What follows belongs to an exercise in optimizing a design on an open flow for small area and a short achievable clock period; a production flow would make more cautious choices. Power and IR drop assume default switching activity.

==> flow/design.v <==
module axis_dwidth_upsizer #(
  parameter WIDTH      = 32,  
  parameter NUM_REG    =  4  
)(
    input  logic aclk,
    input  logic aresetn,
    input  logic s_axis_tvalid,
    output logic s_axis_tready,
    input  logic [WIDTH-1:0] s_axis_tdata,
    input  logic s_axis_tlast,
    output logic m_axis_tvalid,
    input  logic m_axis_tready,
    output logic [WIDTH*NUM_REG-1:0] m_axis_tdata,
    output logic m_axis_tlast
);
  logic [NUM_REG*WIDTH-1:0] s_reg;
  logic [NUM_REG-1:0] pos;    
  logic       full;           
  logic       vld;            
  logic       rdy;            
  logic       tl;             
  logic       fill;           
  wire acc   = |pos;
  wire shift = (acc & s_axis_tvalid) | fill;    
  wire [WIDTH-1:0] din = s_axis_tdata & {WIDTH{~fill}};
  genvar k;
  generate
    for (k = 0; k < NUM_REG; k = k + 1) begin : g_slot
      always @(posedge aclk) begin
        if (pos[k] & (s_axis_tvalid | fill))
          s_reg[(NUM_REG-k)*WIDTH-1 -: WIDTH] <= din;
      end
    end
  endgenerate
  logic [NUM_REG-1:0] pos_n;
  logic full_n, vld_n, tl_n;
  always @* begin
    pos_n  = shift ? {pos[NUM_REG-2:0], 1'b0} : pos;
    pos_n[0] = pos_n[0] | (vld & m_axis_tready);
    full_n = pos[NUM_REG-1] & shift;
    vld_n  = full | (vld & ~m_axis_tready);
    if (acc)
      tl_n = tl | s_axis_tlast;
    else if (vld & m_axis_tready)
      tl_n = 0;
    else
      tl_n = tl;
  end
  always @(posedge aclk) begin
    if (aresetn == 0) begin
      pos  <= 1;
      full <= 0;
      vld  <= 0;
      rdy  <= 1;
      tl   <= 0;
      fill <= 0;
    end else begin
      pos  <= pos_n;
      full <= full_n;
      vld  <= vld_n;
      rdy  <= ~vld_n;
      tl   <= tl_n;
      fill <= tl_n & |pos_n[NUM_REG-1:1];
    end
  end
  assign s_axis_tready = rdy;
  assign m_axis_tvalid = vld;
  assign m_axis_tdata  = s_reg;
  assign m_axis_tlast  = tl;
endmodule
==> flow/config.mk <==
export PLATFORM = sky130hd
export DESIGN_NAME = axis_dwidth_upsizer
export DESIGN_NICKNAME = axis_dwidth_upsizer
export VERILOG_FILES = /design/flow/design.v
export SDC_FILE = /design/flow/constraint.sdc
export NUM_CORES = 4
export LEC_CHECK = 0
export CAP_MARGIN = 20
export CORE_MARGIN = 2
export CORE_UTILIZATION = 60
export SLEW_MARGIN = 20
==> flow/constraint.sdc <==
create_clock -name core_clock -period 3.5 [get_ports {aclk}]
set_input_delay 0.7000 -clock core_clock [delete_from_list [all_inputs] [get_ports {aclk}]]
set_output_delay 0.7000 -clock core_clock [all_outputs]
set_load 0.01 [all_outputs]
standard.sh (not shown) runs the stock make flow with config.mk's settings and CLKGATE_MAP_FILE= SYNTH_SCRIPT=/design/flow/synth_recipe.tcl, a recipe that flattens the netlist after the stock synthesis.
==> flow/flow/run.sh <==
#!/bin/bash
# Standard ORFS layout with: the smallest buffer cell for the port buffers
# (buffer_ports otherwise picks a clock delay buffer), and a shallow clock tree
# of large clock buffers without dummy loads.
set -euo pipefail
CTS="-sink_clustering_enable -repair_clock_nets -dont_use_dummy_load -sink_clustering_size 36 -sink_clustering_max_diameter 100 -buf_list sky130_fd_sc_hd__clkbuf_16 -root_buf sky130_fd_sc_hd__clkbuf_16"
bash standard.sh BUFFER_PORTS_ARGS="-buffer_cell sky130_fd_sc_hd__buf_1" CTS_ARGS="$CTS" finish > orfs_make.log 2>&1
The starting point completed without violations.
Then changed:
==> flow/flow/run.sh (replaced) <==
#!/bin/bash
# Standard ORFS layout with: the smallest buffer cell for the port buffers
# (buffer_ports otherwise picks a clock delay buffer), and a shallow clock tree
# of large clock buffers without dummy loads.
set -euo pipefail
CTS="-sink_clustering_enable -repair_clock_nets -dont_use_dummy_load -sink_clustering_size 20 -sink_clustering_max_diameter 60 -buf_list sky130_fd_sc_hd__clkbuf_8"
bash standard.sh BUFFER_PORTS_ARGS="-buffer_cell sky130_fd_sc_hd__buf_1" CTS_ARGS="$CTS" finish > orfs_make.log 2>&1
Via count shrinks slightly.
Design area went down by a few percent.
Power drops by roughly a tenth.
Routed wire length falls slightly.
Worst hold slack stays flat.
Clock skew went up by 0.0094 ns.
Global-route usage goes down by 0.41 points.
Non-clock buffer count does not change.
First-iteration DRC count rose by roughly a tenth.
No functional check of the RTL was part of any run of this note.


Starts from the design.v that is shown in full above.
==> flow/config.mk <==
export PLATFORM = sky130hd
export DESIGN_NAME = axis_dwidth_upsizer
export DESIGN_NICKNAME = axis_dwidth_upsizer
export VERILOG_FILES = /design/flow/design.v
export SDC_FILE = /design/flow/constraint.sdc
export NUM_CORES = 4
export LEC_CHECK = 0
export CAP_MARGIN = 20
export CORE_MARGIN = 2
export CORE_UTILIZATION = 60
export CTS_BUF_LIST = sky130_fd_sc_hd__clkbuf_16
export CTS_CLUSTER_DIAMETER = 100
export CTS_CLUSTER_SIZE = 40
export SLEW_MARGIN = 20
==> flow/constraint.sdc <==
create_clock -name core_clock -period 3.5 [get_ports {aclk}]
set_input_delay 0.7000 -clock core_clock [delete_from_list [all_inputs] [get_ports {aclk}]]
set_output_delay 0.7000 -clock core_clock [all_outputs]
set_load 0.01 [all_outputs]
==> flow/flow/run.sh <==
#!/bin/bash
# Standard ORFS layout, with the port buffers made of the smallest buffer cell
# (buffer_ports otherwise picks a clock delay buffer for every port).
set -euo pipefail
bash standard.sh BUFFER_PORTS_ARGS="-buffer_cell sky130_fd_sc_hd__buf_1" finish > orfs_make.log 2>&1
The baseline produced a clean layout.
Next try:
CTS_BUF_LIST = sky130_fd_sc_hd__clkbuf_8   (was sky130_fd_sc_hd__clkbuf_16)
CTS_CLUSTER_DIAMETER = unset   (was 100)
CTS_CLUSTER_SIZE = unset   (was 40)
Routed wire length goes down by 7.0%.
Flip-flop and latch count is unchanged.
Sequential power is about the same.
Design area goes down by 3.3%.
Power goes down by 12%.
Core utilization goes down by 2.7 points.
Critical path depth does not change.
No run of this note included a check of the RTL's function; only the layout flow was run.

==> what the ideal ports hide <==
Ports are ideal in the flow. The routed layouts listed here were re-timed in OpenROAD. Step 1: set_driving_cell puts a clkbuf_16 on aclk and a buf_2 on each other input, an assumption about the parent block. Step 2 also shifts input and output timing later by t, the mid clock arrival at the registers, as if the neighbouring blocks saw the same clock. a / b / c = ideal / step 1 / step 2; a / b = the first two.
run | t (ns) | setup WS [ns] | latest minus earliest clock arrival (ns)
the first run of note 1 | 0.412 | 1.297 / 1.297 / 1.212 | 0.016 / 0.016
the second run of note 1 | 0.425 | 1.321 / 1.321 / 1.204 | 0.028 / 0.028
the first run of note 2 | 0.437 | 1.304 / 1.304 / 1.206 | 0.010 / 0.010
the second run of note 2 | 0.447 | 1.303 / 1.303 / 1.221 | 0.010 / 0.011
After both steps every run listed still meets setup and hold. The setup slack of the second run of note 1, which loses most, moves by 0.000 ns with the drivers and by -0.117 ns with both steps.
